This is an optimization exercise on Yosys and OpenROAD, whose aim is small area and a short achievable clock period, not a production implementation.
Function was checked by simulation only, so behaviour that the tests miss may differ from the original.
Power and IR drop assume default switching activity.

==> flow/design.v, too long to show whole: its modules and the start of the top module <==
// module pid_controller: 780 lines
// module pid_fa: 4 lines
// module pid_ha: 4 lines
// module top: 23 lines
module top (
  input  logic        clk,
  input  logic        rst_n,
  input  logic [15:0] setpoint,
  input  logic [15:0] feedback,
  input  logic [15:0] Kp,
  input  logic [15:0] Ki,
  input  logic [15:0] Kd,
  input  logic [15:0] clk_prescaler,
  output logic [15:0] control_signal
);
  // ...
==> flow/run.sh <==
#!/bin/bash
# synth_recipe.tcl (not shown) runs the flow's synth.tcl, then flattens the netlist and writes it again
# the make line also repeats each setting of config.mk as NAME=value (left out here)
make -C /OpenROAD-flow-scripts/flow DESIGN_CONFIG=/design/flow/config.mk WORK_HOME=/design/flow/orfs CLKGATE_MAP_FILE= SYNTH_SCRIPT=/design/flow/synth_recipe.tcl finish
==> flow/config.mk <==
export PLATFORM = sky130hd
export DESIGN_NAME = top
export DESIGN_NICKNAME = top
export VERILOG_FILES = /design/flow/design.v
export SDC_FILE = /design/flow/constraint.sdc
export NUM_CORES = 4
export LEC_CHECK = 0
export ABC_AREA = 1
export CAP_MARGIN = 20
export CORE_MARGIN = 2
export CORE_UTILIZATION = 40
export SETUP_SLACK_MARGIN = 4.5
export SLEW_MARGIN = 20
export SYNTH_HIERARCHICAL = 1
export SYNTH_MINIMUM_KEEP_SIZE = 0
==> flow/constraint.sdc <==
create_clock -name core_clock -period 12.5 [get_ports {clk}]
set_input_delay 2.5000 -clock core_clock [delete_from_list [all_inputs] [get_ports {clk}]]
set_output_delay 2.5000 -clock core_clock [all_outputs]
set_load 0.01 [all_outputs]
==> flow_metrics.env, run 1 <==
export IMPL_critical_path_arrival_ns=7.90
export IMPL_comb_power_uw=3510
export IMPL_post_cts_setup_buffers=0
export IMPL_n_fill_cell=3890
export IMPL_mostFrequentLayoutCells="nand2_1, fa_1, inv_1"
export IMPL_num_vias=13910
export IMPL_drc=0
export IMPL_tightest_slew_ns=1.008
export IMPL_hold_worst_slack_ns=0.4975
export IMPL_layout_nonclk_buf_share_pct=7.085
export IMPL_multi_input_area_share_pct=68.98
export IMPL_postSynthCellCount=2034
export IMPL_crit_buf_inv=3
export IMPL_leakage_uw=0.008834
export IMPL_synth_top_family_by_area="adder cells"
export IMPL_peakVddDrop_mv=0.1260
export IMPL_yosys_warnings=7
export IMPL_synth_simple_area_share_pct=25.38
export IMPL_cts_tree="done"
export IMPL_maxCapViolCount=0
export IMPL_busiest_layer="met2"
export IMPL_status="timing/DRC/antenna clean"
export IMPL_rsz0062_at_grt="false"
export IMPL_slowest_stage="xor2_1"
export IMPL_synth_area_um2=15670
export IMPL_clk_share_pct=1.750
export IMPL_buffers=128
export IMPL_worst_setup_path_type="input port to register"
export IMPL_antenna_found_initial=0
==> run 2: changes to the inputs <==
--- a/flow/design.v
+++ b/flow/design.v
@@ -33,20 +33,88 @@
     end else begin
       clk_divider <= cnt_inc;
       smp <= 1'b0;
     end
   end
   wire [15:0] kig  = Ki & {16{smp}};
   wire [15:0] kpg  = Kp & {16{smp}};
   wire [15:0] kdg  = Kd & {16{smp}};
-  wire [15:0] ksum = kpg + kdg;
-  wire [15:0] e    = setpoint - feedback;
   wire [15:0] X0   = smp ? I0 : C0;
   wire [15:0] X1   = smp ? I1 : C1;
+  wire e_p0, e_g0;
+  pid_pg u_e_pg0 (.a(setpoint[0]), .b(~feedback[0]), .g(e_g0), .p(e_p0));
+  wire e_p1, e_g1;
+  pid_pg u_e_pg1 (.a(setpoint[1]), .b(~feedback[1]), .g(e_g1), .p(e_p1));
+  wire e_p2, e_g2;
+  pid_pg u_e_pg2 (.a(setpoint[2]), .b(~feedback[2]), .g(e_g2), .p(e_p2));
+  wire e_p3, e_g3;
+  pid_pg u_e_pg3 (.a(setpoint[3]), .b(~feedback[3]), .g(e_g3), .p(e_p3));
+  wire e_p4, e_g4;
+  pid_pg u_e_pg4 (.a(setpoint[4]), .b(~feedback[4]), .g(e_g4), .p(e_p4));
+  wire e_p5, e_g5;
+  pid_pg u_e_pg5 (.a(setpoint[5]), .b(~feedback[5]), .g(e_g5), .p(e_p5));
+  wire e_p6, e_g6;
+  pid_pg u_e_pg6 (.a(setpoint[6]), .b(~feedback[6]), .g(e_g6), .p(e_p6));
+  wire e_p7, e_g7;
+  pid_pg u_e_pg7 (.a(setpoint[7]), .b(~feedback[7]), .g(e_g7), .p(e_p7));
+  wire e_p8, e_g8;
+  pid_pg u_e_pg8 (.a(setpoint[8]), .b(~feedback[8]), .g(e_g8), .p(e_p8));
+  wire e_p9, e_g9;
+  pid_pg u_e_pg9 (.a(setpoint[9]), .b(~feedback[9]), .g(e_g9), .p(e_p9));
+  wire e_p10, e_g10;
+  pid_pg u_e_pg10 (.a(setpoint[10]), .b(~feedback[10]), .g(e_g10), .p(e_p10));
+  wire e_p11, e_g11;
+  pid_pg u_e_pg11 (.a(setpoint[11]), .b(~feedback[11]), .g(e_g11), .p(e_p11));
+  wire e_p12, e_g12;
+  pid_pg u_e_pg12 (.a(setpoint[12]), .b(~feedback[12]), .g(e_g12), .p(e_p12));
+  wire e_p13, e_g13;
+  pid_pg u_e_pg13 (.a(setpoint[13]), .b(~feedback[13]), .g(e_g13), .p(e_p13));
+  wire e_p14, e_g14;
+  pid_pg u_e_pg14 (.a(setpoint[14]), .b(~feedback[14]), .g(e_g14), .p(e_p14));
+  wire e_p15, e_g15;
+  pid_pg u_e_pg15 (.a(setpoint[15]), .b(~feedback[15]), .g(e_g15), .p(e_p15));
+  wire [15:0] e_c;
+  pid_carry16 u_e_cy (.g({e_g15, e_g14, e_g13, e_g12, e_g11, e_g10, e_g9, e_g8, e_g7, e_g6, e_g5, e_g4, e_g3, e_g2, e_g1, e_g0}), .p({e_p15, e_p14, e_p13, e_p12, e_p11, e_p10, e_p9, e_p8, e_p7, e_p6, e_p5, e_p4, e_p3, e_p2, e_p1, e_p0}), .ci(1'b1), .c(e_c));
+  wire [15:0] e = {e_p15, e_p14, e_p13, e_p12, e_p11, e_p10, e_p9, e_p8, e_p7, e_p6, e_p5, e_p4, e_p3, e_p2, e_p1, e_p0} ^ e_c;
+  wire ksum_p0, ksum_g0;
+  pid_pg u_ksum_pg0 (.a(kpg[0]), .b(kdg[0]), .g(ksum_g0), .p(ksum_p0));
+  wire ksum_p1, ksum_g1;
+  pid_pg u_ksum_pg1 (.a(kpg[1]), .b(kdg[1]), .g(ksum_g1), .p(ksum_p1));
+  wire ksum_p2, ksum_g2;
+  pid_pg u_ksum_pg2 (.a(kpg[2]), .b(kdg[2]), .g(ksum_g2), .p(ksum_p2));
+  wire ksum_p3, ksum_g3;
+  pid_pg u_ksum_pg3 (.a(kpg[3]), .b(kdg[3]), .g(ksum_g3), .p(ksum_p3));
+  wire ksum_p4, ksum_g4;
+  pid_pg u_ksum_pg4 (.a(kpg[4]), .b(kdg[4]), .g(ksum_g4), .p(ksum_p4));
+  wire ksum_p5, ksum_g5;
+  pid_pg u_ksum_pg5 (.a(kpg[5]), .b(kdg[5]), .g(ksum_g5), .p(ksum_p5));
+  wire ksum_p6, ksum_g6;
+  pid_pg u_ksum_pg6 (.a(kpg[6]), .b(kdg[6]), .g(ksum_g6), .p(ksum_p6));
+  wire ksum_p7, ksum_g7;
+  pid_pg u_ksum_pg7 (.a(kpg[7]), .b(kdg[7]), .g(ksum_g7), .p(ksum_p7));
+  wire ksum_p8, ksum_g8;
+  pid_pg u_ksum_pg8 (.a(kpg[8]), .b(kdg[8]), .g(ksum_g8), .p(ksum_p8));
+  wire ksum_p9, ksum_g9;
+  pid_pg u_ksum_pg9 (.a(kpg[9]), .b(kdg[9]), .g(ksum_g9), .p(ksum_p9));
+  wire ksum_p10, ksum_g10;
+  pid_pg u_ksum_pg10 (.a(kpg[10]), .b(kdg[10]), .g(ksum_g10), .p(ksum_p10));
+  wire ksum_p11, ksum_g11;
+  pid_pg u_ksum_pg11 (.a(kpg[11]), .b(kdg[11]), .g(ksum_g11), .p(ksum_p11));
+  wire ksum_p12, ksum_g12;
+  pid_pg u_ksum_pg12 (.a(kpg[12]), .b(kdg[12]), .g(ksum_g12), .p(ksum_p12));
+  wire ksum_p13, ksum_g13;
+  pid_pg u_ksum_pg13 (.a(kpg[13]), .b(kdg[13]), .g(ksum_g13), .p(ksum_p13));
+  wire ksum_p14, ksum_g14;
+  pid_pg u_ksum_pg14 (.a(kpg[14]), .b(kdg[14]), .g(ksum_g14), .p(ksum_p14));
+  wire ksum_p15, ksum_g15;
+  pid_pg u_ksum_pg15 (.a(kpg[15]), .b(kdg[15]), .g(ksum_g15), .p(ksum_p15));
+  wire [15:0] ksum_c;
+  pid_carry16 u_ksum_cy (.g({ksum_g15, ksum_g14, ksum_g13, ksum_g12, ksum_g11, ksum_g10, ksum_g9, ksum_g8, ksum_g7, ksum_g6, ksum_g5, ksum_g4, ksum_g3, ksum_g2, ksum_g1, ksum_g0}), .p({ksum_p15, ksum_p14, ksum_p13, ksum_p12, ksum_p11, ksum_p10, ksum_p9, ksum_p8, ksum_p7, ksum_p6, ksum_p5, ksum_p4, ksum_p3, ksum_p2, ksum_p1, ksum_p0}), .ci(1'b0), .c(ksum_c));
+  wire [15:0] ksum = {ksum_p15, ksum_p14, ksum_p13, ksum_p12, ksum_p11, ksum_p10, ksum_p9, ksum_p8, ksum_p7, ksum_p6, ksum_p5, ksum_p4, ksum_p3, ksum_p2, ksum_p1, ksum_p0} ^ ksum_c;
   wire ed_one0 = e[0] ^ 1'b0;
   wire ed_two0 = (e[1] & ~e[0] & ~1'b0) | (~e[1] & e[0] & 1'b0);
   wire ed_neg0 = e[1] & ~(e[0] & 1'b0);
   wire ed_one1 = e[2] ^ e[1];
   wire ed_two1 = (e[3] & ~e[2] & ~e[1]) | (~e[3] & e[2] & e[1]);
   wire ed_neg1 = e[3] & ~(e[2] & e[1]);
   wire ed_one2 = e[4] ^ e[3];
   wire ed_two2 = (e[5] & ~e[4] & ~e[3]) | (~e[5] & e[4] & e[3]);
@@ -85,96 +153,120 @@
   wire pd_two5 = (prev[11] & ~prev[10] & ~prev[9]) | (~prev[11] & prev[10] & prev[9]);
   wire pd_neg5 = ~prev[11] & (prev[10] | prev[9]);
   wire pd_one6 = prev[12] ^ prev[11];
   wire pd_two6 = (prev[13] & ~prev[12] & ~prev[11]) | (~prev[13] & prev[12] & prev[11]);
   wire pd_neg6 = ~prev[13] & (prev[12] | prev[11]);
   wire pd_one7 = prev[14] ^ prev[13];
   wire pd_two7 = (prev[15] & ~prev[14] & ~prev[13]) | (~prev[15] & prev[14] & prev[13]);
   wire pd_neg7 = ~prev[15] & (prev[14] | prev[13]);
-  wire [15:0] kie_x0 = kig ^ {16{ed_neg0}};
-  wire kie_p0_0 = (ed_one0 & kie_x0[0]) | (ed_two0 & ed_neg0);
-  wire kie_p0_1 = (ed_one0 & kie_x0[1]) | (ed_two0 & kie_x0[0]);
-  wire kie_p0_2 = (ed_one0 & kie_x0[2]) | (ed_two0 & kie_x0[1]);
-  wire kie_p0_3 = (ed_one0 & kie_x0[3]) | (ed_two0 & kie_x0[2]);
-  wire kie_p0_4 = (ed_one0 & kie_x0[4]) | (ed_two0 & kie_x0[3]);
-  wire kie_p0_5 = (ed_one0 & kie_x0[5]) | (ed_two0 & kie_x0[4]);
-  wire kie_p0_6 = (ed_one0 & kie_x0[6]) | (ed_two0 & kie_x0[5]);
-  wire kie_p0_7 = (ed_one0 & kie_x0[7]) | (ed_two0 & kie_x0[6]);
-  wire kie_p0_8 = (ed_one0 & kie_x0[8]) | (ed_two0 & kie_x0[7]);
-  wire kie_p0_9 = (ed_one0 & kie_x0[9]) | (ed_two0 & kie_x0[8]);
-  wire kie_p0_10 = (ed_one0 & kie_x0[10]) | (ed_two0 & kie_x0[9]);
-  wire kie_p0_11 = (ed_one0 & kie_x0[11]) | (ed_two0 & kie_x0[10]);
-  wire kie_p0_12 = (ed_one0 & kie_x0[12]) | (ed_two0 & kie_x0[11]);
-  wire kie_p0_13 = (ed_one0 & kie_x0[13]) | (ed_two0 & kie_x0[12]);
-  wire kie_p0_14 = (ed_one0 & kie_x0[14]) | (ed_two0 & kie_x0[13]);
-  wire kie_p0_15 = (ed_one0 & kie_x0[15]) | (ed_two0 & kie_x0[14]);
-  wire [15:0] kie_x1 = kig ^ {16{ed_neg1}};
-  wire kie_p1_0 = (ed_one1 & kie_x1[0]) | (ed_two1 & ed_neg1);
-  wire kie_p1_1 = (ed_one1 & kie_x1[1]) | (ed_two1 & kie_x1[0]);
-  wire kie_p1_2 = (ed_one1 & kie_x1[2]) | (ed_two1 & kie_x1[1]);
-  wire kie_p1_3 = (ed_one1 & kie_x1[3]) | (ed_two1 & kie_x1[2]);
-  wire kie_p1_4 = (ed_one1 & kie_x1[4]) | (ed_two1 & kie_x1[3]);
-  wire kie_p1_5 = (ed_one1 & kie_x1[5]) | (ed_two1 & kie_x1[4]);
-  wire kie_p1_6 = (ed_one1 & kie_x1[6]) | (ed_two1 & kie_x1[5]);
-  wire kie_p1_7 = (ed_one1 & kie_x1[7]) | (ed_two1 & kie_x1[6]);
-  wire kie_p1_8 = (ed_one1 & kie_x1[8]) | (ed_two1 & kie_x1[7]);
-  wire kie_p1_9 = (ed_one1 & kie_x1[9]) | (ed_two1 & kie_x1[8]);
-  wire kie_p1_10 = (ed_one1 & kie_x1[10]) | (ed_two1 & kie_x1[9]);
-  wire kie_p1_11 = (ed_one1 & kie_x1[11]) | (ed_two1 & kie_x1[10]);
-  wire kie_p1_12 = (ed_one1 & kie_x1[12]) | (ed_two1 & kie_x1[11]);
-  wire kie_p1_13 = (ed_one1 & kie_x1[13]) | (ed_two1 & kie_x1[12]);
-  wire [15:0] kie_x2 = kig ^ {16{ed_neg2}};
-  wire kie_p2_0 = (ed_one2 & kie_x2[0]) | (ed_two2 & ed_neg2);
-  wire kie_p2_1 = (ed_one2 & kie_x2[1]) | (ed_two2 & kie_x2[0]);
-  wire kie_p2_2 = (ed_one2 & kie_x2[2]) | (ed_two2 & kie_x2[1]);
-  wire kie_p2_3 = (ed_one2 & kie_x2[3]) | (ed_two2 & kie_x2[2]);
-  wire kie_p2_4 = (ed_one2 & kie_x2[4]) | (ed_two2 & kie_x2[3]);
-  wire kie_p2_5 = (ed_one2 & kie_x2[5]) | (ed_two2 & kie_x2[4]);
-  wire kie_p2_6 = (ed_one2 & kie_x2[6]) | (ed_two2 & kie_x2[5]);
-  wire kie_p2_7 = (ed_one2 & kie_x2[7]) | (ed_two2 & kie_x2[6]);
-  wire kie_p2_8 = (ed_one2 & kie_x2[8]) | (ed_two2 & kie_x2[7]);
-  wire kie_p2_9 = (ed_one2 & kie_x2[9]) | (ed_two2 & kie_x2[8]);
-  wire kie_p2_10 = (ed_one2 & kie_x2[10]) | (ed_two2 & kie_x2[9]);
-  wire kie_p2_11 = (ed_one2 & kie_x2[11]) | (ed_two2 & kie_x2[10]);
-  wire [15:0] kie_x3 = kig ^ {16{ed_neg3}};
-  wire kie_p3_0 = (ed_one3 & kie_x3[0]) | (ed_two3 & ed_neg3);
-  wire kie_p3_1 = (ed_one3 & kie_x3[1]) | (ed_two3 & kie_x3[0]);
-  wire kie_p3_2 = (ed_one3 & kie_x3[2]) | (ed_two3 & kie_x3[1]);
-  wire kie_p3_3 = (ed_one3 & kie_x3[3]) | (ed_two3 & kie_x3[2]);
-  wire kie_p3_4 = (ed_one3 & kie_x3[4]) | (ed_two3 & kie_x3[3]);
-  wire kie_p3_5 = (ed_one3 & kie_x3[5]) | (ed_two3 & kie_x3[4]);
-  wire kie_p3_6 = (ed_one3 & kie_x3[6]) | (ed_two3 & kie_x3[5]);
-  wire kie_p3_7 = (ed_one3 & kie_x3[7]) | (ed_two3 & kie_x3[6]);
-  wire kie_p3_8 = (ed_one3 & kie_x3[8]) | (ed_two3 & kie_x3[7]);
-  wire kie_p3_9 = (ed_one3 & kie_x3[9]) | (ed_two3 & kie_x3[8]);
-  wire [15:0] kie_x4 = kig ^ {16{ed_neg4}};
-  wire kie_p4_0 = (ed_one4 & kie_x4[0]) | (ed_two4 & ed_neg4);
-  wire kie_p4_1 = (ed_one4 & kie_x4[1]) | (ed_two4 & kie_x4[0]);
-  wire kie_p4_2 = (ed_one4 & kie_x4[2]) | (ed_two4 & kie_x4[1]);
-  wire kie_p4_3 = (ed_one4 & kie_x4[3]) | (ed_two4 & kie_x4[2]);
-  wire kie_p4_4 = (ed_one4 & kie_x4[4]) | (ed_two4 & kie_x4[3]);
-  wire kie_p4_5 = (ed_one4 & kie_x4[5]) | (ed_two4 & kie_x4[4]);
-  wire kie_p4_6 = (ed_one4 & kie_x4[6]) | (ed_two4 & kie_x4[5]);
-  wire kie_p4_7 = (ed_one4 & kie_x4[7]) | (ed_two4 & kie_x4[6]);
-  wire [15:0] kie_x5 = kig ^ {16{ed_neg5}};
-  wire kie_p5_0 = (ed_one5 & kie_x5[0]) | (ed_two5 & ed_neg5);
-  wire kie_p5_1 = (ed_one5 & kie_x5[1]) | (ed_two5 & kie_x5[0]);
-  wire kie_p5_2 = (ed_one5 & kie_x5[2]) | (ed_two5 & kie_x5[1]);
-  wire kie_p5_3 = (ed_one5 & kie_x5[3]) | (ed_two5 & kie_x5[2]);
-  wire kie_p5_4 = (ed_one5 & kie_x5[4]) | (ed_two5 & kie_x5[3]);
-  wire kie_p5_5 = (ed_one5 & kie_x5[5]) | (ed_two5 & kie_x5[4]);
-  wire [15:0] kie_x6 = kig ^ {16{ed_neg6}};
-  wire kie_p6_0 = (ed_one6 & kie_x6[0]) | (ed_two6 & ed_neg6);
-  wire kie_p6_1 = (ed_one6 & kie_x6[1]) | (ed_two6 & kie_x6[0]);
-  wire kie_p6_2 = (ed_one6 & kie_x6[2]) | (ed_two6 & kie_x6[1]);
-  wire kie_p6_3 = (ed_one6 & kie_x6[3]) | (ed_two6 & kie_x6[2]);
-  wire [15:0] kie_x7 = kig ^ {16{ed_neg7}};
-  wire kie_p7_0 = (ed_one7 & kie_x7[0]) | (ed_two7 & ed_neg7);
-  wire kie_p7_1 = (ed_one7 & kie_x7[1]) | (ed_two7 & kie_x7[0]);
+  wire kid_one0 = kig[0] ^ 1'b0;
+  wire kid_two0 = (kig[1] & ~kig[0] & ~1'b0) | (~kig[1] & kig[0] & 1'b0);
+  wire kid_neg0 = kig[1] & ~(kig[0] & 1'b0);
+  wire kid_one1 = kig[2] ^ kig[1];
+  wire kid_two1 = (kig[3] & ~kig[2] & ~kig[1]) | (~kig[3] & kig[2] & kig[1]);
+  wire kid_neg1 = kig[3] & ~(kig[2] & kig[1]);
+  wire kid_one2 = kig[4] ^ kig[3];
+  wire kid_two2 = (kig[5] & ~kig[4] & ~kig[3]) | (~kig[5] & kig[4] & kig[3]);
+  wire kid_neg2 = kig[5] & ~(kig[4] & kig[3]);
+  wire kid_one3 = kig[6] ^ kig[5];
+  wire kid_two3 = (kig[7] & ~kig[6] & ~kig[5]) | (~kig[7] & kig[6] & kig[5]);
+  wire kid_neg3 = kig[7] & ~(kig[6] & kig[5]);
+  wire kid_one4 = kig[8] ^ kig[7];
+  wire kid_two4 = (kig[9] & ~kig[8] & ~kig[7]) | (~kig[9] & kig[8] & kig[7]);
+  wire kid_neg4 = kig[9] & ~(kig[8] & kig[7]);
+  wire kid_one5 = kig[10] ^ kig[9];
+  wire kid_two5 = (kig[11] & ~kig[10] & ~kig[9]) | (~kig[11] & kig[10] & kig[9]);
+  wire kid_neg5 = kig[11] & ~(kig[10] & kig[9]);
+  wire kid_one6 = kig[12] ^ kig[11];
+  wire kid_two6 = (kig[13] & ~kig[12] & ~kig[11]) | (~kig[13] & kig[12] & kig[11]);
+  wire kid_neg6 = kig[13] & ~(kig[12] & kig[11]);
+  wire kid_one7 = kig[14] ^ kig[13];
+  wire kid_two7 = (kig[15] & ~kig[14] & ~kig[13]) | (~kig[15] & kig[14] & kig[13]);
+  wire kid_neg7 = kig[15] & ~(kig[14] & kig[13]);
+  wire [15:0] kie_x0 = e ^ {16{kid_neg0}};
+  wire kie_p0_0 = (kid_one0 & kie_x0[0]) | (kid_two0 & kid_neg0);
+  wire kie_p0_1 = (kid_one0 & kie_x0[1]) | (kid_two0 & kie_x0[0]);
+  wire kie_p0_2 = (kid_one0 & kie_x0[2]) | (kid_two0 & kie_x0[1]);
+  wire kie_p0_3 = (kid_one0 & kie_x0[3]) | (kid_two0 & kie_x0[2]);
+  wire kie_p0_4 = (kid_one0 & kie_x0[4]) | (kid_two0 & kie_x0[3]);
+  wire kie_p0_5 = (kid_one0 & kie_x0[5]) | (kid_two0 & kie_x0[4]);
+  wire kie_p0_6 = (kid_one0 & kie_x0[6]) | (kid_two0 & kie_x0[5]);
+  wire kie_p0_7 = (kid_one0 & kie_x0[7]) | (kid_two0 & kie_x0[6]);
+  wire kie_p0_8 = (kid_one0 & kie_x0[8]) | (kid_two0 & kie_x0[7]);
+  wire kie_p0_9 = (kid_one0 & kie_x0[9]) | (kid_two0 & kie_x0[8]);
+  wire kie_p0_10 = (kid_one0 & kie_x0[10]) | (kid_two0 & kie_x0[9]);
+  wire kie_p0_11 = (kid_one0 & kie_x0[11]) | (kid_two0 & kie_x0[10]);
+  wire kie_p0_12 = (kid_one0 & kie_x0[12]) | (kid_two0 & kie_x0[11]);
+  wire kie_p0_13 = (kid_one0 & kie_x0[13]) | (kid_two0 & kie_x0[12]);
+  wire kie_p0_14 = (kid_one0 & kie_x0[14]) | (kid_two0 & kie_x0[13]);
+  wire kie_p0_15 = (kid_one0 & kie_x0[15]) | (kid_two0 & kie_x0[14]);
+  wire [15:0] kie_x1 = e ^ {16{kid_neg1}};
+  wire kie_p1_0 = (kid_one1 & kie_x1[0]) | (kid_two1 & kid_neg1);
+  wire kie_p1_1 = (kid_one1 & kie_x1[1]) | (kid_two1 & kie_x1[0]);
+  wire kie_p1_2 = (kid_one1 & kie_x1[2]) | (kid_two1 & kie_x1[1]);
+  wire kie_p1_3 = (kid_one1 & kie_x1[3]) | (kid_two1 & kie_x1[2]);
+  wire kie_p1_4 = (kid_one1 & kie_x1[4]) | (kid_two1 & kie_x1[3]);
+  wire kie_p1_5 = (kid_one1 & kie_x1[5]) | (kid_two1 & kie_x1[4]);
+  wire kie_p1_6 = (kid_one1 & kie_x1[6]) | (kid_two1 & kie_x1[5]);
+  wire kie_p1_7 = (kid_one1 & kie_x1[7]) | (kid_two1 & kie_x1[6]);
+  wire kie_p1_8 = (kid_one1 & kie_x1[8]) | (kid_two1 & kie_x1[7]);
+  wire kie_p1_9 = (kid_one1 & kie_x1[9]) | (kid_two1 & kie_x1[8]);
+  wire kie_p1_10 = (kid_one1 & kie_x1[10]) | (kid_two1 & kie_x1[9]);
+  wire kie_p1_11 = (kid_one1 & kie_x1[11]) | (kid_two1 & kie_x1[10]);
+  wire kie_p1_12 = (kid_one1 & kie_x1[12]) | (kid_two1 & kie_x1[11]);
+  wire kie_p1_13 = (kid_one1 & kie_x1[13]) | (kid_two1 & kie_x1[12]);
+  wire [15:0] kie_x2 = e ^ {16{kid_neg2}};
+  wire kie_p2_0 = (kid_one2 & kie_x2[0]) | (kid_two2 & kid_neg2);
+  wire kie_p2_1 = (kid_one2 & kie_x2[1]) | (kid_two2 & kie_x2[0]);
+  wire kie_p2_2 = (kid_one2 & kie_x2[2]) | (kid_two2 & kie_x2[1]);
+  wire kie_p2_3 = (kid_one2 & kie_x2[3]) | (kid_two2 & kie_x2[2]);
+  wire kie_p2_4 = (kid_one2 & kie_x2[4]) | (kid_two2 & kie_x2[3]);
+  wire kie_p2_5 = (kid_one2 & kie_x2[5]) | (kid_two2 & kie_x2[4]);
+  wire kie_p2_6 = (kid_one2 & kie_x2[6]) | (kid_two2 & kie_x2[5]);
+  wire kie_p2_7 = (kid_one2 & kie_x2[7]) | (kid_two2 & kie_x2[6]);
+  wire kie_p2_8 = (kid_one2 & kie_x2[8]) | (kid_two2 & kie_x2[7]);
+  wire kie_p2_9 = (kid_one2 & kie_x2[9]) | (kid_two2 & kie_x2[8]);
+  wire kie_p2_10 = (kid_one2 & kie_x2[10]) | (kid_two2 & kie_x2[9]);
+  wire kie_p2_11 = (kid_one2 & kie_x2[11]) | (kid_two2 & kie_x2[10]);
+  wire [15:0] kie_x3 = e ^ {16{kid_neg3}};
+  wire kie_p3_0 = (kid_one3 & kie_x3[0]) | (kid_two3 & kid_neg3);
+  wire kie_p3_1 = (kid_one3 & kie_x3[1]) | (kid_two3 & kie_x3[0]);
+  wire kie_p3_2 = (kid_one3 & kie_x3[2]) | (kid_two3 & kie_x3[1]);
+  wire kie_p3_3 = (kid_one3 & kie_x3[3]) | (kid_two3 & kie_x3[2]);
+  wire kie_p3_4 = (kid_one3 & kie_x3[4]) | (kid_two3 & kie_x3[3]);
+  wire kie_p3_5 = (kid_one3 & kie_x3[5]) | (kid_two3 & kie_x3[4]);
+  wire kie_p3_6 = (kid_one3 & kie_x3[6]) | (kid_two3 & kie_x3[5]);
+  wire kie_p3_7 = (kid_one3 & kie_x3[7]) | (kid_two3 & kie_x3[6]);
+  wire kie_p3_8 = (kid_one3 & kie_x3[8]) | (kid_two3 & kie_x3[7]);
+  wire kie_p3_9 = (kid_one3 & kie_x3[9]) | (kid_two3 & kie_x3[8]);
+  wire [15:0] kie_x4 = e ^ {16{kid_neg4}};
+  wire kie_p4_0 = (kid_one4 & kie_x4[0]) | (kid_two4 & kid_neg4);
+  wire kie_p4_1 = (kid_one4 & kie_x4[1]) | (kid_two4 & kie_x4[0]);
+  wire kie_p4_2 = (kid_one4 & kie_x4[2]) | (kid_two4 & kie_x4[1]);
+  wire kie_p4_3 = (kid_one4 & kie_x4[3]) | (kid_two4 & kie_x4[2]);
+  wire kie_p4_4 = (kid_one4 & kie_x4[4]) | (kid_two4 & kie_x4[3]);
+  wire kie_p4_5 = (kid_one4 & kie_x4[5]) | (kid_two4 & kie_x4[4]);
+  wire kie_p4_6 = (kid_one4 & kie_x4[6]) | (kid_two4 & kie_x4[5]);
+  wire kie_p4_7 = (kid_one4 & kie_x4[7]) | (kid_two4 & kie_x4[6]);
+  wire [15:0] kie_x5 = e ^ {16{kid_neg5}};
+  wire kie_p5_0 = (kid_one5 & kie_x5[0]) | (kid_two5 & kid_neg5);
+  wire kie_p5_1 = (kid_one5 & kie_x5[1]) | (kid_two5 & kie_x5[0]);
+  wire kie_p5_2 = (kid_one5 & kie_x5[2]) | (kid_two5 & kie_x5[1]);
+  wire kie_p5_3 = (kid_one5 & kie_x5[3]) | (kid_two5 & kie_x5[2]);
+  wire kie_p5_4 = (kid_one5 & kie_x5[4]) | (kid_two5 & kie_x5[3]);
+  wire kie_p5_5 = (kid_one5 & kie_x5[5]) | (kid_two5 & kie_x5[4]);
+  wire [15:0] kie_x6 = e ^ {16{kid_neg6}};
+  wire kie_p6_0 = (kid_one6 & kie_x6[0]) | (kid_two6 & kid_neg6);
+  wire kie_p6_1 = (kid_one6 & kie_x6[1]) | (kid_two6 & kie_x6[0]);
+  wire kie_p6_2 = (kid_one6 & kie_x6[2]) | (kid_two6 & kie_x6[1]);
+  wire kie_p6_3 = (kid_one6 & kie_x6[3]) | (kid_two6 & kie_x6[2]);
+  wire [15:0] kie_x7 = e ^ {16{kid_neg7}};
+  wire kie_p7_0 = (kid_one7 & kie_x7[0]) | (kid_two7 & kid_neg7);
+  wire kie_p7_1 = (kid_one7 & kie_x7[1]) | (kid_two7 & kie_x7[0]);
   wire [15:0] kse_x0 = ksum ^ {16{ed_neg0}};
   wire kse_p0_0 = (ed_one0 & kse_x0[0]) | (ed_two0 & ed_neg0);
   wire kse_p0_1 = (ed_one0 & kse_x0[1]) | (ed_two0 & kse_x0[0]);
   wire kse_p0_2 = (ed_one0 & kse_x0[2]) | (ed_two0 & kse_x0[1]);
   wire kse_p0_3 = (ed_one0 & kse_x0[3]) | (ed_two0 & kse_x0[2]);
   wire kse_p0_4 = (ed_one0 & kse_x0[4]) | (ed_two0 & kse_x0[3]);
   wire kse_p0_5 = (ed_one0 & kse_x0[5]) | (ed_two0 & kse_x0[4]);
   wire kse_p0_6 = (ed_one0 & kse_x0[6]) | (ed_two0 & kse_x0[5]);
@@ -326,159 +418,159 @@
   wire kdp_p6_0 = (pd_one6 & kdp_x6[0]) | (pd_two6 & pd_neg6);
   wire kdp_p6_1 = (pd_one6 & kdp_x6[1]) | (pd_two6 & kdp_x6[0]);
   wire kdp_p6_2 = (pd_one6 & kdp_x6[2]) | (pd_two6 & kdp_x6[1]);
   wire kdp_p6_3 = (pd_one6 & kdp_x6[3]) | (pd_two6 & kdp_x6[2]);
   wire [15:0] kdp_x7 = kdg ^ {16{pd_neg7}};
   wire kdp_p7_0 = (pd_one7 & kdp_x7[0]) | (pd_two7 & pd_neg7);
   wire kdp_p7_1 = (pd_one7 & kdp_x7[1]) | (pd_two7 & kdp_x7[0]);
   wire it_1, it_2;
-  pid_fa u_it_1 (.a(I0[0]), .b(I1[0]), .c(ed_neg0), .s(it_1), .co(it_2));
+  pid_fa u_it_1 (.a(I0[0]), .b(I1[0]), .c(kid_neg0), .s(it_1), .co(it_2));
   wire it_3, it_4;
   pid_fa u_it_3 (.a(I0[1]), .b(I1[1]), .c(it_2), .s(it_3), .co(it_4));
   wire it_5, it_6;
-  pid_fa u_it_5 (.a(I0[2]), .b(I1[2]), .c(ed_neg1), .s(it_5), .co(it_6));
+  pid_fa u_it_5 (.a(I0[2]), .b(I1[2]), .c(kid_neg1), .s(it_5), .co(it_6));
   wire it_7, it_8;
-  pid_fa u_it_7 (.a(kie_p0_2), .b(kie_p1_0), .c(it_5), .s(it_7), .co(it_8));
+  pid_fa u_it_7 (.a(it_5), .b(it_4), .c(kie_p0_2), .s(it_7), .co(it_8));
   wire it_9, it_10;
   pid_fa u_it_9 (.a(I0[3]), .b(I1[3]), .c(it_6), .s(it_9), .co(it_10));
   wire it_11, it_12;
-  pid_fa u_it_11 (.a(kie_p0_3), .b(kie_p1_1), .c(it_8), .s(it_11), .co(it_12));
+  pid_fa u_it_11 (.a(it_9), .b(kie_p0_3), .c(kie_p1_1), .s(it_11), .co(it_12));
   wire it_13, it_14;
-  pid_fa u_it_13 (.a(I0[4]), .b(I1[4]), .c(ed_neg2), .s(it_13), .co(it_14));
+  pid_fa u_it_13 (.a(I0[4]), .b(I1[4]), .c(kid_neg2), .s(it_13), .co(it_14));
   wire it_15, it_16;
-  pid_fa u_it_15 (.a(kie_p0_4), .b(kie_p1_2), .c(kie_p2_0), .s(it_15), .co(it_16));
+  pid_fa u_it_15 (.a(it_13), .b(it_10), .c(kie_p0_4), .s(it_15), .co(it_16));
   wire it_17, it_18;
-  pid_fa u_it_17 (.a(it_13), .b(it_10), .c(it_15), .s(it_17), .co(it_18));
+  pid_fa u_it_17 (.a(kie_p1_2), .b(kie_p2_0), .c(it_12), .s(it_17), .co(it_18));
   wire it_19, it_20;
   pid_fa u_it_19 (.a(I0[5]), .b(I1[5]), .c(it_14), .s(it_19), .co(it_20));
   wire it_21, it_22;
-  pid_fa u_it_21 (.a(kie_p0_5), .b(kie_p1_3), .c(kie_p2_1), .s(it_21), .co(it_22));
+  pid_fa u_it_21 (.a(it_19), .b(kie_p0_5), .c(kie_p1_3), .s(it_21), .co(it_22));
   wire it_23, it_24;
-  pid_fa u_it_23 (.a(it_16), .b(it_19), .c(it_21), .s(it_23), .co(it_24));
+  pid_fa u_it_23 (.a(kie_p2_1), .b(it_16), .c(it_21), .s(it_23), .co(it_24));
   wire it_25, it_26;
-  pid_fa u_it_25 (.a(I0[6]), .b(I1[6]), .c(ed_neg3), .s(it_25), .co(it_26));
+  pid_fa u_it_25 (.a(I0[6]), .b(I1[6]), .c(kid_neg3), .s(it_25), .co(it_26));
   wire it_27, it_28;
-  pid_fa u_it_27 (.a(kie_p0_6), .b(kie_p1_4), .c(kie_p2_2), .s(it_27), .co(it_28));
+  pid_fa u_it_27 (.a(it_25), .b(it_20), .c(kie_p0_6), .s(it_27), .co(it_28));
   wire it_29, it_30;
-  pid_fa u_it_29 (.a(kie_p3_0), .b(it_25), .c(it_20), .s(it_29), .co(it_30));
+  pid_fa u_it_29 (.a(kie_p1_4), .b(kie_p2_2), .c(kie_p3_0), .s(it_29), .co(it_30));
   wire it_31, it_32;
   pid_fa u_it_31 (.a(it_22), .b(it_27), .c(it_29), .s(it_31), .co(it_32));
   wire it_33, it_34;
   pid_fa u_it_33 (.a(I0[7]), .b(I1[7]), .c(it_26), .s(it_33), .co(it_34));
   wire it_35, it_36;
-  pid_fa u_it_35 (.a(kie_p0_7), .b(kie_p1_5), .c(kie_p2_3), .s(it_35), .co(it_36));
+  pid_fa u_it_35 (.a(it_33), .b(kie_p0_7), .c(kie_p1_5), .s(it_35), .co(it_36));
   wire it_37, it_38;
-  pid_fa u_it_37 (.a(kie_p3_1), .b(it_28), .c(it_33), .s(it_37), .co(it_38));
+  pid_fa u_it_37 (.a(kie_p2_3), .b(kie_p3_1), .c(it_28), .s(it_37), .co(it_38));
   wire it_39, it_40;
-  pid_fa u_it_39 (.a(it_35), .b(it_30), .c(it_37), .s(it_39), .co(it_40));
+  pid_fa u_it_39 (.a(it_30), .b(it_35), .c(it_32), .s(it_39), .co(it_40));
   wire it_41, it_42;
-  pid_fa u_it_41 (.a(I0[8]), .b(I1[8]), .c(ed_neg4), .s(it_41), .co(it_42));
+  pid_fa u_it_41 (.a(I0[8]), .b(I1[8]), .c(kid_neg4), .s(it_41), .co(it_42));
   wire it_43, it_44;
-  pid_fa u_it_43 (.a(kie_p0_8), .b(kie_p1_6), .c(kie_p2_4), .s(it_43), .co(it_44));
+  pid_fa u_it_43 (.a(it_41), .b(it_34), .c(kie_p0_8), .s(it_43), .co(it_44));
   wire it_45, it_46;
-  pid_fa u_it_45 (.a(kie_p3_2), .b(kie_p4_0), .c(it_41), .s(it_45), .co(it_46));
+  pid_fa u_it_45 (.a(kie_p1_6), .b(kie_p2_4), .c(kie_p3_2), .s(it_45), .co(it_46));
   wire it_47, it_48;
-  pid_fa u_it_47 (.a(it_34), .b(it_36), .c(it_43), .s(it_47), .co(it_48));
+  pid_fa u_it_47 (.a(kie_p4_0), .b(it_36), .c(it_43), .s(it_47), .co(it_48));
   wire it_49, it_50;
   pid_fa u_it_49 (.a(it_45), .b(it_38), .c(it_47), .s(it_49), .co(it_50));
   wire it_51, it_52;
   pid_fa u_it_51 (.a(I0[9]), .b(I1[9]), .c(it_42), .s(it_51), .co(it_52));
   wire it_53, it_54;
-  pid_fa u_it_53 (.a(kie_p0_9), .b(kie_p1_7), .c(kie_p2_5), .s(it_53), .co(it_54));
+  pid_fa u_it_53 (.a(it_51), .b(kie_p0_9), .c(kie_p1_7), .s(it_53), .co(it_54));
   wire it_55, it_56;
-  pid_fa u_it_55 (.a(kie_p3_3), .b(kie_p4_1), .c(it_44), .s(it_55), .co(it_56));
+  pid_fa u_it_55 (.a(kie_p2_5), .b(kie_p3_3), .c(kie_p4_1), .s(it_55), .co(it_56));
   wire it_57, it_58;
-  pid_fa u_it_57 (.a(it_46), .b(it_51), .c(it_53), .s(it_57), .co(it_58));
+  pid_fa u_it_57 (.a(it_44), .b(it_46), .c(it_53), .s(it_57), .co(it_58));
   wire it_59, it_60;
-  pid_fa u_it_59 (.a(it_48), .b(it_55), .c(it_57), .s(it_59), .co(it_60));
+  pid_fa u_it_59 (.a(it_55), .b(it_48), .c(it_57), .s(it_59), .co(it_60));
   wire it_61, it_62;
-  pid_fa u_it_61 (.a(I0[10]), .b(I1[10]), .c(ed_neg5), .s(it_61), .co(it_62));
+  pid_fa u_it_61 (.a(I0[10]), .b(I1[10]), .c(kid_neg5), .s(it_61), .co(it_62));
   wire it_63, it_64;
-  pid_fa u_it_63 (.a(kie_p0_10), .b(kie_p1_8), .c(kie_p2_6), .s(it_63), .co(it_64));
+  pid_fa u_it_63 (.a(it_61), .b(it_52), .c(kie_p0_10), .s(it_63), .co(it_64));
   wire it_65, it_66;
-  pid_fa u_it_65 (.a(kie_p3_4), .b(kie_p4_2), .c(kie_p5_0), .s(it_65), .co(it_66));
+  pid_fa u_it_65 (.a(kie_p1_8), .b(kie_p2_6), .c(kie_p3_4), .s(it_65), .co(it_66));
   wire it_67, it_68;
-  pid_fa u_it_67 (.a(it_61), .b(it_52), .c(it_54), .s(it_67), .co(it_68));
+  pid_fa u_it_67 (.a(kie_p4_2), .b(kie_p5_0), .c(it_54), .s(it_67), .co(it_68));
   wire it_69, it_70;
-  pid_fa u_it_69 (.a(it_63), .b(it_65), .c(it_56), .s(it_69), .co(it_70));
+  pid_fa u_it_69 (.a(it_56), .b(it_63), .c(it_65), .s(it_69), .co(it_70));
   wire it_71, it_72;
   pid_fa u_it_71 (.a(it_58), .b(it_67), .c(it_69), .s(it_71), .co(it_72));
   wire it_73, it_74;
   pid_fa u_it_73 (.a(I0[11]), .b(I1[11]), .c(it_62), .s(it_73), .co(it_74));
   wire it_75, it_76;
-  pid_fa u_it_75 (.a(kie_p0_11), .b(kie_p1_9), .c(kie_p2_7), .s(it_75), .co(it_76));
+  pid_fa u_it_75 (.a(it_73), .b(kie_p0_11), .c(kie_p1_9), .s(it_75), .co(it_76));
   wire it_77, it_78;
-  pid_fa u_it_77 (.a(kie_p3_5), .b(kie_p4_3), .c(kie_p5_1), .s(it_77), .co(it_78));
+  pid_fa u_it_77 (.a(kie_p2_7), .b(kie_p3_5), .c(kie_p4_3), .s(it_77), .co(it_78));
   wire it_79, it_80;
-  pid_fa u_it_79 (.a(it_64), .b(it_66), .c(it_73), .s(it_79), .co(it_80));
+  pid_fa u_it_79 (.a(kie_p5_1), .b(it_64), .c(it_66), .s(it_79), .co(it_80));
   wire it_81, it_82;
   pid_fa u_it_81 (.a(it_75), .b(it_77), .c(it_68), .s(it_81), .co(it_82));
   wire it_83, it_84;
-  pid_fa u_it_83 (.a(it_79), .b(it_70), .c(it_81), .s(it_83), .co(it_84));
+  pid_fa u_it_83 (.a(it_70), .b(it_79), .c(it_81), .s(it_83), .co(it_84));
   wire it_85, it_86;
-  pid_fa u_it_85 (.a(I0[12]), .b(I1[12]), .c(ed_neg6), .s(it_85), .co(it_86));
+  pid_fa u_it_85 (.a(I0[12]), .b(I1[12]), .c(kid_neg6), .s(it_85), .co(it_86));
   wire it_87, it_88;
-  pid_fa u_it_87 (.a(kie_p0_12), .b(kie_p1_10), .c(kie_p2_8), .s(it_87), .co(it_88));
+  pid_fa u_it_87 (.a(it_85), .b(it_74), .c(kie_p0_12), .s(it_87), .co(it_88));
   wire it_89, it_90;
-  pid_fa u_it_89 (.a(kie_p3_6), .b(kie_p4_4), .c(kie_p5_2), .s(it_89), .co(it_90));
+  pid_fa u_it_89 (.a(kie_p1_10), .b(kie_p2_8), .c(kie_p3_6), .s(it_89), .co(it_90));
   wire it_91, it_92;
-  pid_fa u_it_91 (.a(kie_p6_0), .b(it_85), .c(it_74), .s(it_91), .co(it_92));
+  pid_fa u_it_91 (.a(kie_p4_4), .b(kie_p5_2), .c(kie_p6_0), .s(it_91), .co(it_92));
   wire it_93, it_94;
   pid_fa u_it_93 (.a(it_76), .b(it_78), .c(it_87), .s(it_93), .co(it_94));
   wire it_95, it_96;
-  pid_fa u_it_95 (.a(it_89), .b(it_80), .c(it_91), .s(it_95), .co(it_96));
+  pid_fa u_it_95 (.a(it_89), .b(it_91), .c(it_80), .s(it_95), .co(it_96));
   wire it_97, it_98;
   pid_fa u_it_97 (.a(it_93), .b(it_82), .c(it_95), .s(it_97), .co(it_98));
   wire it_99, it_100;
   pid_fa u_it_99 (.a(I0[13]), .b(I1[13]), .c(it_86), .s(it_99), .co(it_100));
   wire it_101, it_102;
-  pid_fa u_it_101 (.a(kie_p0_13), .b(kie_p1_11), .c(kie_p2_9), .s(it_101), .co(it_102));
+  pid_fa u_it_101 (.a(it_99), .b(kie_p0_13), .c(kie_p1_11), .s(it_101), .co(it_102));
   wire it_103, it_104;
-  pid_fa u_it_103 (.a(kie_p3_7), .b(kie_p4_5), .c(kie_p5_3), .s(it_103), .co(it_104));
+  pid_fa u_it_103 (.a(kie_p2_9), .b(kie_p3_7), .c(kie_p4_5), .s(it_103), .co(it_104));
   wire it_105, it_106;
-  pid_fa u_it_105 (.a(kie_p6_1), .b(it_88), .c(it_90), .s(it_105), .co(it_106));
+  pid_fa u_it_105 (.a(kie_p5_3), .b(kie_p6_1), .c(it_88), .s(it_105), .co(it_106));
   wire it_107, it_108;
-  pid_fa u_it_107 (.a(it_99), .b(it_101), .c(it_103), .s(it_107), .co(it_108));
+  pid_fa u_it_107 (.a(it_90), .b(it_92), .c(it_101), .s(it_107), .co(it_108));
   wire it_109, it_110;
-  pid_fa u_it_109 (.a(it_92), .b(it_94), .c(it_105), .s(it_109), .co(it_110));
+  pid_fa u_it_109 (.a(it_103), .b(it_94), .c(it_105), .s(it_109), .co(it_110));
   wire it_111, it_112;
   pid_fa u_it_111 (.a(it_107), .b(it_96), .c(it_109), .s(it_111), .co(it_112));
   wire it_113, it_114;
-  pid_fa u_it_113 (.a(I0[14]), .b(I1[14]), .c(ed_neg7), .s(it_113), .co(it_114));
+  pid_fa u_it_113 (.a(I0[14]), .b(I1[14]), .c(kid_neg7), .s(it_113), .co(it_114));
   wire it_115, it_116;
-  pid_fa u_it_115 (.a(kie_p0_14), .b(kie_p1_12), .c(kie_p2_10), .s(it_115), .co(it_116));
+  pid_fa u_it_115 (.a(it_113), .b(it_100), .c(kie_p0_14), .s(it_115), .co(it_116));
   wire it_117, it_118;
-  pid_fa u_it_117 (.a(kie_p3_8), .b(kie_p4_6), .c(kie_p5_4), .s(it_117), .co(it_118));
+  pid_fa u_it_117 (.a(kie_p1_12), .b(kie_p2_10), .c(kie_p3_8), .s(it_117), .co(it_118));
   wire it_119, it_120;
-  pid_fa u_it_119 (.a(kie_p6_2), .b(kie_p7_0), .c(it_113), .s(it_119), .co(it_120));
+  pid_fa u_it_119 (.a(kie_p4_6), .b(kie_p5_4), .c(kie_p6_2), .s(it_119), .co(it_120));
   wire it_121, it_122;
-  pid_fa u_it_121 (.a(it_100), .b(it_102), .c(it_104), .s(it_121), .co(it_122));
+  pid_fa u_it_121 (.a(kie_p7_0), .b(it_102), .c(it_104), .s(it_121), .co(it_122));
   wire it_123, it_124;
   pid_fa u_it_123 (.a(it_115), .b(it_117), .c(it_119), .s(it_123), .co(it_124));
   wire it_125, it_126;
   pid_fa u_it_125 (.a(it_106), .b(it_108), .c(it_121), .s(it_125), .co(it_126));
   wire it_127, it_128;
   pid_fa u_it_127 (.a(it_123), .b(it_110), .c(it_125), .s(it_127), .co(it_128));
   wire it_129, it_130;
   pid_fa u_it_129 (.a(I0[15]), .b(I1[15]), .c(it_114), .s(it_129), .co(it_130));
   wire it_131, it_132;
-  pid_fa u_it_131 (.a(kie_p0_15), .b(kie_p1_13), .c(kie_p2_11), .s(it_131), .co(it_132));
+  pid_fa u_it_131 (.a(it_129), .b(kie_p0_15), .c(kie_p1_13), .s(it_131), .co(it_132));
   wire it_133, it_134;
-  pid_fa u_it_133 (.a(kie_p3_9), .b(kie_p4_7), .c(kie_p5_5), .s(it_133), .co(it_134));
+  pid_fa u_it_133 (.a(kie_p2_11), .b(kie_p3_9), .c(kie_p4_7), .s(it_133), .co(it_134));
   wire it_135, it_136;
-  pid_fa u_it_135 (.a(kie_p6_3), .b(kie_p7_1), .c(it_116), .s(it_135), .co(it_136));
+  pid_fa u_it_135 (.a(kie_p5_5), .b(kie_p6_3), .c(kie_p7_1), .s(it_135), .co(it_136));
   wire it_137, it_138;
-  pid_fa u_it_137 (.a(it_118), .b(it_120), .c(it_129), .s(it_137), .co(it_138));
+  pid_fa u_it_137 (.a(it_116), .b(it_118), .c(it_120), .s(it_137), .co(it_138));
   wire it_139, it_140;
-  pid_fa u_it_139 (.a(it_131), .b(it_133), .c(it_122), .s(it_139), .co(it_140));
+  pid_fa u_it_139 (.a(it_131), .b(it_133), .c(it_135), .s(it_139), .co(it_140));
   wire it_141, it_142;
-  pid_fa u_it_141 (.a(it_124), .b(it_135), .c(it_137), .s(it_141), .co(it_142));
+  pid_fa u_it_141 (.a(it_122), .b(it_124), .c(it_137), .s(it_141), .co(it_142));
   wire it_143, it_144;
-  pid_fa u_it_143 (.a(it_126), .b(it_139), .c(it_141), .s(it_143), .co(it_144));
+  pid_fa u_it_143 (.a(it_139), .b(it_126), .c(it_141), .s(it_143), .co(it_144));
   wire ct_1, ct_2;
   pid_fa u_ct_1 (.a(pd_neg0), .b(X0[0]), .c(X1[0]), .s(ct_1), .co(ct_2));
   wire ct_3, ct_4;
   pid_fa u_ct_3 (.a(ct_1), .b(kdp_p0_0), .c(ed_neg0), .s(ct_3), .co(ct_4));
   wire ct_5, ct_6;
   pid_fa u_ct_5 (.a(X0[1]), .b(X1[1]), .c(ct_2), .s(ct_5), .co(ct_6));
   wire ct_7, ct_8;
   pid_fa u_ct_7 (.a(ct_5), .b(kdp_p0_1), .c(ct_4), .s(ct_7), .co(ct_8));
@@ -766,28 +858,91 @@
     if (!rst_n) begin
       prev <= 16'h0000;
       I0 <= 16'h0000;
       I1 <= 16'h0000;
       C0 <= 16'h0000;
       C1 <= 16'h0000;
     end else begin
       if (smp) prev <= e;
-      I0 <= {it_128, it_112, it_98, it_84, it_72, it_60, it_50, it_40, it_32, it_24, it_18, it_12, it_9, it_4, kie_p0_1, kie_p0_0};
-      I1 <= {it_143, it_127, it_111, it_97, it_83, it_71, it_59, it_49, it_39, it_31, it_23, it_17, it_11, it_7, it_3, it_1};
+      I0 <= {it_128, it_112, it_98, it_84, it_72, it_60, it_50, it_40, it_37, it_24, it_18, it_15, it_8, kie_p1_0, it_3, it_1};
+      I1 <= {it_143, it_127, it_111, it_97, it_83, it_71, it_59, it_49, it_39, it_31, it_23, it_17, it_11, it_7, kie_p0_1, kie_p0_0};
       C0 <= {ct_256, ct_224, ct_196, ct_168, ct_144, ct_120, ct_100, ct_80, ct_64, ct_48, ct_36, ct_24, ct_21, ct_8, kse_p0_1, kse_p0_0};
       C1 <= {ct_287, ct_255, ct_223, ct_195, ct_167, ct_143, ct_119, ct_99, ct_79, ct_63, ct_47, ct_35, ct_23, ct_15, ct_7, ct_3};
     end
   end
-  assign control_signal = C0 + C1;
+  wire csum_p0, csum_g0;
+  pid_pg u_csum_pg0 (.a(C0[0]), .b(C1[0]), .g(csum_g0), .p(csum_p0));
+  wire csum_p1, csum_g1;
+  pid_pg u_csum_pg1 (.a(C0[1]), .b(C1[1]), .g(csum_g1), .p(csum_p1));
+  wire csum_p2, csum_g2;
+  pid_pg u_csum_pg2 (.a(C0[2]), .b(C1[2]), .g(csum_g2), .p(csum_p2));
+  wire csum_p3, csum_g3;
+  pid_pg u_csum_pg3 (.a(C0[3]), .b(C1[3]), .g(csum_g3), .p(csum_p3));
+  wire csum_p4, csum_g4;
+  pid_pg u_csum_pg4 (.a(C0[4]), .b(C1[4]), .g(csum_g4), .p(csum_p4));
+  wire csum_p5, csum_g5;
+  pid_pg u_csum_pg5 (.a(C0[5]), .b(C1[5]), .g(csum_g5), .p(csum_p5));
+  wire csum_p6, csum_g6;
+  pid_pg u_csum_pg6 (.a(C0[6]), .b(C1[6]), .g(csum_g6), .p(csum_p6));
+  wire csum_p7, csum_g7;
+  pid_pg u_csum_pg7 (.a(C0[7]), .b(C1[7]), .g(csum_g7), .p(csum_p7));
+  wire csum_p8, csum_g8;
+  pid_pg u_csum_pg8 (.a(C0[8]), .b(C1[8]), .g(csum_g8), .p(csum_p8));
+  wire csum_p9, csum_g9;
+  pid_pg u_csum_pg9 (.a(C0[9]), .b(C1[9]), .g(csum_g9), .p(csum_p9));
+  wire csum_p10, csum_g10;
+  pid_pg u_csum_pg10 (.a(C0[10]), .b(C1[10]), .g(csum_g10), .p(csum_p10));
+  wire csum_p11, csum_g11;
+  pid_pg u_csum_pg11 (.a(C0[11]), .b(C1[11]), .g(csum_g11), .p(csum_p11));
+  wire csum_p12, csum_g12;
+  pid_pg u_csum_pg12 (.a(C0[12]), .b(C1[12]), .g(csum_g12), .p(csum_p12));
+  wire csum_p13, csum_g13;
+  pid_pg u_csum_pg13 (.a(C0[13]), .b(C1[13]), .g(csum_g13), .p(csum_p13));
+  wire csum_p14, csum_g14;
+  pid_pg u_csum_pg14 (.a(C0[14]), .b(C1[14]), .g(csum_g14), .p(csum_p14));
+  wire csum_p15, csum_g15;
+  pid_pg u_csum_pg15 (.a(C0[15]), .b(C1[15]), .g(csum_g15), .p(csum_p15));
+  wire [15:0] csum_c;
+  pid_carry16 u_csum_cy (.g({csum_g15, csum_g14, csum_g13, csum_g12, csum_g11, csum_g10, csum_g9, csum_g8, csum_g7, csum_g6, csum_g5, csum_g4, csum_g3, csum_g2, csum_g1, csum_g0}), .p({csum_p15, csum_p14, csum_p13, csum_p12, csum_p11, csum_p10, csum_p9, csum_p8, csum_p7, csum_p6, csum_p5, csum_p4, csum_p3, csum_p2, csum_p1, csum_p0}), .ci(1'b0), .c(csum_c));
+  wire [15:0] csum = {csum_p15, csum_p14, csum_p13, csum_p12, csum_p11, csum_p10, csum_p9, csum_p8, csum_p7, csum_p6, csum_p5, csum_p4, csum_p3, csum_p2, csum_p1, csum_p0} ^ csum_c;
+  assign control_signal = csum;
 endmodule
 module pid_fa(input logic a, b, c, output logic s, co);
   assign s = a ^ b ^ c;
   assign co = (a & b) | (a & c) | (b & c);
 endmodule
+module pid_pg(input logic a, b, output logic g, p);
+  assign g = a & b;
+  assign p = a ^ b;
+endmodule
+module pid_carry16(input logic [15:0] g, input logic [15:0] p, input logic ci,
+                   output logic [15:0] c);
+  logic [15:0] G [0:4];
+  logic [15:0] P [0:4];
+  integer i, l;
+  always_comb begin
+    G[0] = g;
+    P[0] = p;
+    G[0][0] = g[0] | (p[0] & ci);
+    for (l = 0; l < 4; l = l + 1) begin
+      for (i = 0; i < 16; i = i + 1) begin
+        if (((i >> l) & 1) == 1) begin
+          G[l+1][i] = G[l][i] | (P[l][i] & G[l][((i >> l) << l) - 1]);
+          P[l+1][i] = P[l][i] & P[l][((i >> l) << l) - 1];
+        end else begin
+          G[l+1][i] = G[l][i];
+          P[l+1][i] = P[l][i];
+        end
+      end
+    end
+    c[0] = ci;
+    for (i = 1; i < 16; i = i + 1) c[i] = G[4][i-1];
+  end
+endmodule
 module pid_ha(input logic a, b, output logic s, co);
   assign s = a ^ b;
   assign co = a & b;
 endmodule
 `timescale 1ns/1ps
 module top (
   input  logic        clk,
   input  logic        rst_n,
==> flow/config.mk (replaced) <==
export PLATFORM = sky130hd
export DESIGN_NAME = top
export DESIGN_NICKNAME = top
export VERILOG_FILES = /design/flow/design.v
export SDC_FILE = /design/flow/constraint.sdc
export NUM_CORES = 4
export LEC_CHECK = 0
export ABC_AREA = 1
export CAP_MARGIN = 20
export CORE_MARGIN = 2
export CORE_UTILIZATION = 40
export SETUP_SLACK_MARGIN = 5
export SLEW_MARGIN = 20
export SYNTH_HIERARCHICAL = 1
export SYNTH_MINIMUM_KEEP_SIZE = 0
==> flow_metrics.env, run 2 <==
export IMPL_dp_hpwl_um=38560
export IMPL_power_frac_clock_pct=9.2
export IMPL_fin_area_um2=18060
export IMPL_worst_setup_path_type="input port to register"
export IMPL_start_util_pct=40.54
export IMPL_yosys_warnings=10
export IMPL_switching_share_pct=47.12
export IMPL_cts_root_buffer="clkbuf_16"
export IMPL_drtAntennaViolNets=0
export IMPL_cts_tree="done"
export IMPL_die_w_um=201.9
export IMPL_grt_max_degree=67
export IMPL_maxSlewViolCount=0
export IMPL_cp_required_ns=12.75
export IMPL_post_route_min_period_ns=7.286
export IMPL_seq_area_frac_synth_pct=15.49
export IMPL_status="timing/DRC/antenna clean"
export IMPL_p_seq_share_pct=14.6
export IMPL_final_common_cell="nand2_1"
export IMPL_max_slew_margin_pct=27.54
export IMPL_antenna_found_initial=1
export IMPL_synth_area_um2=15670
export IMPL_synth_top_cells_by_count="nand2_1, inv_1, fa_1"
export IMPL_power_density_nw_per_um2=183.9
export IMPL_pin_count=114
export IMPL_hold_path_depth=1
export IMPL_hp_class="register to register"
export IMPL_grt_use_total_pct=23.69
export IMPL_synth_top_area_cell="fa_1"
export IMPL_synth_cell_type_count=43
export IMPL_maxCapViolCount=0
export IMPL_finalSetupTns_ns=0
export IMPL_vias_per_cell=5.076
export IMPL_rsz0062_at_grt="false"
export IMPL_mostFrequentLayoutCells="nand2_1, inv_1, fa_1"
export IMPL_fmax_ghz=0.1372
export IMPL_port_buffers=113
export IMPL_cts_clk_slew_worst_paths_ns=0.09
export IMPL_grt_pass1_vias=13260
export IMPL_num_vias=13040
export IMPL_tightest_slew_ns=1.086
export IMPL_postSynthCellCount=1923
export IMPL_finalSetupViolCount=0
export IMPL_ys_flop_type="dfrtp_1"
export IMPL_cts_sinks=97
export IMPL_num_rows=72
export IMPL_core_area_um2=38650
export IMPL_post_dp_cell_area_um2=17220
export IMPL_drt_first_pass_iters=7
export IMPL_peakVddDrop_mv=0.1673
export IMPL_area_growth_pct=15.27
export IMPL_comb_power_share_pct=76.2
export IMPL_synth_edf_count=0
export IMPL_synth_top_area_share_pct=27.60
export IMPL_n_fill_cell=3814
export IMPL_netSwitchingPower_uw=1565
export IMPL_finalHoldViolations=0
export IMPL_crit_path_start_kind="input port"
export IMPL_grt_pass1_wl_um=74600
export IMPL_dieArea_um2=40770
export IMPL_numCtsBuffers=9
export IMPL_p_int_uw=1756
export IMPL_fin_skew_ns=0.01995
export IMPL_synth_most_common_cell="nand2_1"
export IMPL_postSynthAreaPerCell_um2=8.147
export IMPL_layout_drive_gt1_share_pct=7.662
export IMPL_gp_congestion=0.9810
export IMPL_max_clock_path_buffers=2
export IMPL_die_h_um=201.9
export IMPL_cp_max_fo=8
export IMPL_htreeDepth=3
export IMPL_ys_ff_latch=97
export IMPL_wl_per_cell_um=18.29
export IMPL_netlist_top_cells_area="fa_1, dfrtp_1, nand2_1"
export IMPL_leakage_uw=0.009488
export IMPL_grt_ovfl_total=0
export IMPL_drtIter0Drc=802
export IMPL_timing_final_crit_share_pct=58.29
export IMPL_area_sequential_um2=2429
export IMPL_worstSkewPairLatency_ns=0.37
export IMPL_critical_path_arrival_ns=7.54
export IMPL_fin_nets=2441
export IMPL_drc=0
export IMPL_multi_input_area_um2=12260
export IMPL_reg2regPathDepth=17
export IMPL_wirelength_um=46970
export IMPL_cp_end_kind="register"
export IMPL_async_reset_ff_share_pct=100.0
[run 2: cells by family (layout without fill, tap and decap cells)]
family	count (synthesis)	count (layout)	synth area share, %
and+or+nand+nor	764	764	19.91
adders and majority gates	299	299	34.23
buffers and inverters	282	404	7.523
AOI/OAI and AO/OA	255	255	9.535
xor gates and xnor gates	224	224	13.26
DFF	97	97	15.49
other	2	7	0.04793
[run 2: what timing repair did]
action | 4_1_cts | 5_1_grt
pin swaps | 3 | 9
endpoints found under the hold margin | 0 | 0
buffers inserted | 8 | 28
endpoints found under the setup margin | 12 | 6
hold buffers | 0 | 0
resized for setup | 14 | 20
cloned | 0 | 0
[run 2: final timing paths]
path	startpoint	endpoint	slack, ns
max reg2reg	u_dut.smp	u_dut.C1[14]	6.48
min reg2reg	u_dut.clk_divider[0]	u_dut.clk_divider[0]	0.49
min	u_dut.clk_divider[0]	u_dut.clk_divider[0]	0.49
max in group asynchronous	rst_n	u_dut.smp	9.15
min in group asynchronous	rst_n	u_dut.I0[15]	2.09
max	feedback[1]	u_dut.C1[15]	5.21
[run 2: layout make-up]
type | instances | share of cell area (%)
Multi-Input combinational cell | 1548 | 67.86
Clock inverter | 7 | 0.5335
Timing Repair Buffer | 165 | 8.639
Tap cell | 518 | 3.589
Sequential cell | 97 | 13.45
Clock buffer | 9 | 1.247
Antenna cell | 1 | 0.01386
Inverter | 223 | 4.670
[run 2: worst max-delay path: stages]
cell	delay, ns
clkdlybuf4s50_1	0.45
inv_1	0.04
ha_1	0.43
nand2_2	0.11
nand2_4	0.11
nand2_4	0.06
nand2_4	0.11
nand2_4	0.08
nand2_8	0.10
nand2_1	0.06
nand2_1	0.10
inv_1	0.05
nand2_1	0.10
nand2_4	0.14
inv_4	0.14
ha_2	0.22
nor2_4	0.07
fa_1	0.40
fa_1	0.53
fa_1	0.42
fa_1	0.39
fa_1	0.51
fa_1	0.40
[run 2: per-stage QoR]
step	hold slack [ns]	total power (µW)	setup slack, ns	instances	utilization (%)
2_1_floorplan	0.4494	2154	5.307	1927	-
3_3_place_gp	0.4815	2890	4.108	2513	44.57
3_5_place_dp	0.4887	2961	4.018	2513	44.57
4_1_cts	0.4992	3297	5.000	2537	45.80
5_1_grt	0.5160	3669	4.989	2567	46.72
6_report	0.4934	3321	5.214	2568	46.73
[run 2: metal layers]
layer  GRT usage (%)  share of wire (%)  vias up
met1           32.17                 44     6336
met3           3.966                6.0       64
met4           5.620                2.2        0
met5               0                  0        -
li1                -                  -     6209
met2           39.59                 47      427
[run 2: Yosys stat by module, one instance, submodules excluded, a selection]
module | times used | cells | flip-flops and latches
pid_carry16 | 3 | 69 | 0
pid_controller | 1 | 1452 | 97
pid_fa | 216 | 1 | 0
pid_pg | 48 | 1 | 0
[run 2: power groups by stage]
stage               registers, µW  logic (µW)  clock network, µW
CTS                           483        2500                311
global placement              486        2400                  0
floorplan                     462        1690                  0
global route                  490        2860                323
finish                        484        2530                305
detailed placement            489        2470                  0
==> run 3: changes to the inputs <==
==> flow/flow/run.sh (new file) <==
#!/bin/bash
# The standard layout, with the port buffers made of plain buf_2 cells
# instead of the delay buffers buffer_ports picks on its own.
set -euo pipefail
export BUFFER_PORTS_ARGS="-buffer_cell sky130_fd_sc_hd__buf_2"
bash standard.sh finish > standard.log 2>&1
==> flow/standard.sh (new file) <==
#!/bin/bash
# synth_recipe.tcl (not shown) runs the flow's synth.tcl, then flattens the netlist and writes it again
# the make line also repeats each setting of config.mk as NAME=value (left out here)
make -C /OpenROAD-flow-scripts/flow DESIGN_CONFIG=/design/flow/config.mk WORK_HOME=/design/flow/orfs CLKGATE_MAP_FILE= SYNTH_SCRIPT=/design/flow/synth_recipe.tcl "${@:-finish}"
removed: flow/run.sh
==> flow_metrics.env, run 3 <==
export IMPL_cp_num_cells=21
export IMPL_netlist_top_cells_area="fa_1, dfrtp_1, nand2_1"
export IMPL_vias_per_cell=5.132
export IMPL_mostFrequentLayoutCells="nand2_1, inv_1, fa_1"
export IMPL_synth_cell_type_count=43
export IMPL_cts_hold_buf=0
export IMPL_reg2regPathDepth=21
export IMPL_maxCapViolCount=0
export IMPL_cts_clk_slew_worst_paths_ns=0.07
export IMPL_peakVddDrop_mv=0.1341
export IMPL_synth_top_area_cell="fa_1"
export IMPL_place_ws_ns=4.491
export IMPL_num_rows=72
export IMPL_port_buffers=113
export IMPL_cts_root_buffer="clkbuf_16"
export IMPL_timing_final_crit_share_pct=58.55
export IMPL_finalSetupViolCount=0
export IMPL_antenna_found_initial=0
export IMPL_leakage_uw=0.009325
export IMPL_max_clock_path_buffers=2
export IMPL_layout_drive_gt1_share_pct=11.44
export IMPL_cp_top_family="adder cells"
export IMPL_wirelength_um=47690
export IMPL_power_density_nw_per_um2=183.2
export IMPL_grt_ovfl_total=0
export IMPL_critical_path_arrival_ns=7.55
export IMPL_num_vias=13020
export IMPL_final_common_cell="nand2_1"
export IMPL_dieArea_um2=40770
export IMPL_synth_area_um2=15670
export IMPL_start_util_pct=40.54
export IMPL_grt_pass1_wl_um=74380
export IMPL_path_cells="buf_2 -> nand2_1 -> inv_1 -> ha_1 -> nand2_2 -> nand2_4 -> nand2_4 -> nand2_4 -> nand2_4 -> nand2_4 -> nand2_1 -> nand2_1 -> xnor2_1 -> xnor2_1 -> nand2_1 -> nand2_1 -> fa_1 -> fa_1 -> fa_1 -> fa_1 -> fa_1"
export IMPL_htreeDepth=3
export IMPL_die_w_um=201.9
export IMPL_yosys_warnings=10
export IMPL_hold_path_depth=1
export IMPL_slowest_stage="xnor2_1"
export IMPL_status="timing/DRC/antenna clean"
export IMPL_postSynthAreaPerCell_um2=8.147
export IMPL_crit_buf_inv=2
export IMPL_max_slew_margin_pct=20.66
export IMPL_fmax_ghz=0.1366
export IMPL_cp_slowest_stage_delay_ns=0.62
export IMPL_grt_use_total_pct=23.95
export IMPL_drc=0
export IMPL_cp_required_ns=12.73
export IMPL_gp_congestion=0.9638
export IMPL_async_reset_ff_share_pct=100.0
==> run 3: cell counts after synthesis <==
No cell type changed its count.
==> run 3: modules after synthesis, one instance, submodules excluded, a selection <==
module | flip-flops and latches | cell area (µm²)
pid_fa | 0 | 20.02
pid_controller | 97 | 9692
pid_pg | 0 | 12.51
pid_carry16 | 0 | 350.3
==> run 3: per-layer routing <==
layer	wire (µm)	vias to the layer above	GRT usage, %
li1	-	6133	-
met1	20860	6322	33.06
met2	21900	495	38.50
met3	3572	71	4.837
met4	1357	0	6.224
met5	0	-	0
==> run 3: power breakdown <==
group	leakage (µW)	total (µW)	switching, µW	internal (µW)
logic	0.00797	2340	1330	1020
clock network	0.000157	307	145	162
registers	0.00119	485	57.1	428
total	0.00933	3140	1530	1610
==> run 3: final cells by class <==
type                       instances  area [µm²]
clock buffer                       9       225.2
tap                              518       648.1
multi-input combinational       1548       12150
sequential                        97        2429
inverter                         223       837.1
fill                            3874       21530
clock inverter                     7       95.09
timing repair buffer             135       733.2
==> run 3: timing repair <==
item,in CTS,in global routing
buffers inserted,0,6
pin swaps,0,2
resized for setup,3,8
endpoints found under the setup margin,2,5
==> run 3: cells by family after synthesis <==
group                    count (synthesis)  synth area share, %
buffers and inverters                  282                7.523
adder cells (fa/ha/maj)                299                34.23
flip-flops                              97                15.49
other                                    2              0.04793
XOR/XNOR                               224                13.26
AO/OA/AOI/OAI                          255                9.535
AND/OR/NAND/NOR                        764                19.91
==> run 3: stage by stage <==
| stage | cell area (µm²) | utilization (%) | hold slack, ns | cells |
|---|---|---|---|---|
| 4_1_cts | 17010 | 44.02 | 0.4898 | 2531 |
| 3_5_place_dp | 16680 | 43.16 | 0.4791 | 2515 |
| 3_3_place_gp | 16680 | 43.16 | 0.4764 | 2515 |
| 6_report | 17120 | 44.29 | 0.4850 | 2537 |
| 2_1_floorplan | 15680 | - | 0.4494 | 1927 |
| 5_1_grt | 17120 | 44.29 | 0.5397 | 2537 |
==> run 3: worst paths after layout <==
| check | from | endpoint | slack [ns] |
|---|---|---|---|
| hold reg to reg | u_dut.clk_divider[0] | u_dut.clk_divider[0] | 0.48 |
| setup / recovery | Kd[1] | u_dut.C1[15] | 5.18 |
| setup reg to reg | u_dut.smp | u_dut.C1[15] | 6.31 |
| min in group asynchronous | rst_n | u_dut.I0[15] | 2.09 |
| hold / removal | u_dut.clk_divider[0] | u_dut.clk_divider[0] | 0.48 |
| max in group asynchronous | rst_n | u_dut.smp | 9.14 |

Check on run 3: ideal ports give 5.181 ns setup slack; a clkbuf_16 on the clock port and buf_2 on the inputs give 5.214 ns; moving port delays by the midpoint clock arrival (0.410 ns) as well gives 4.804 ns.
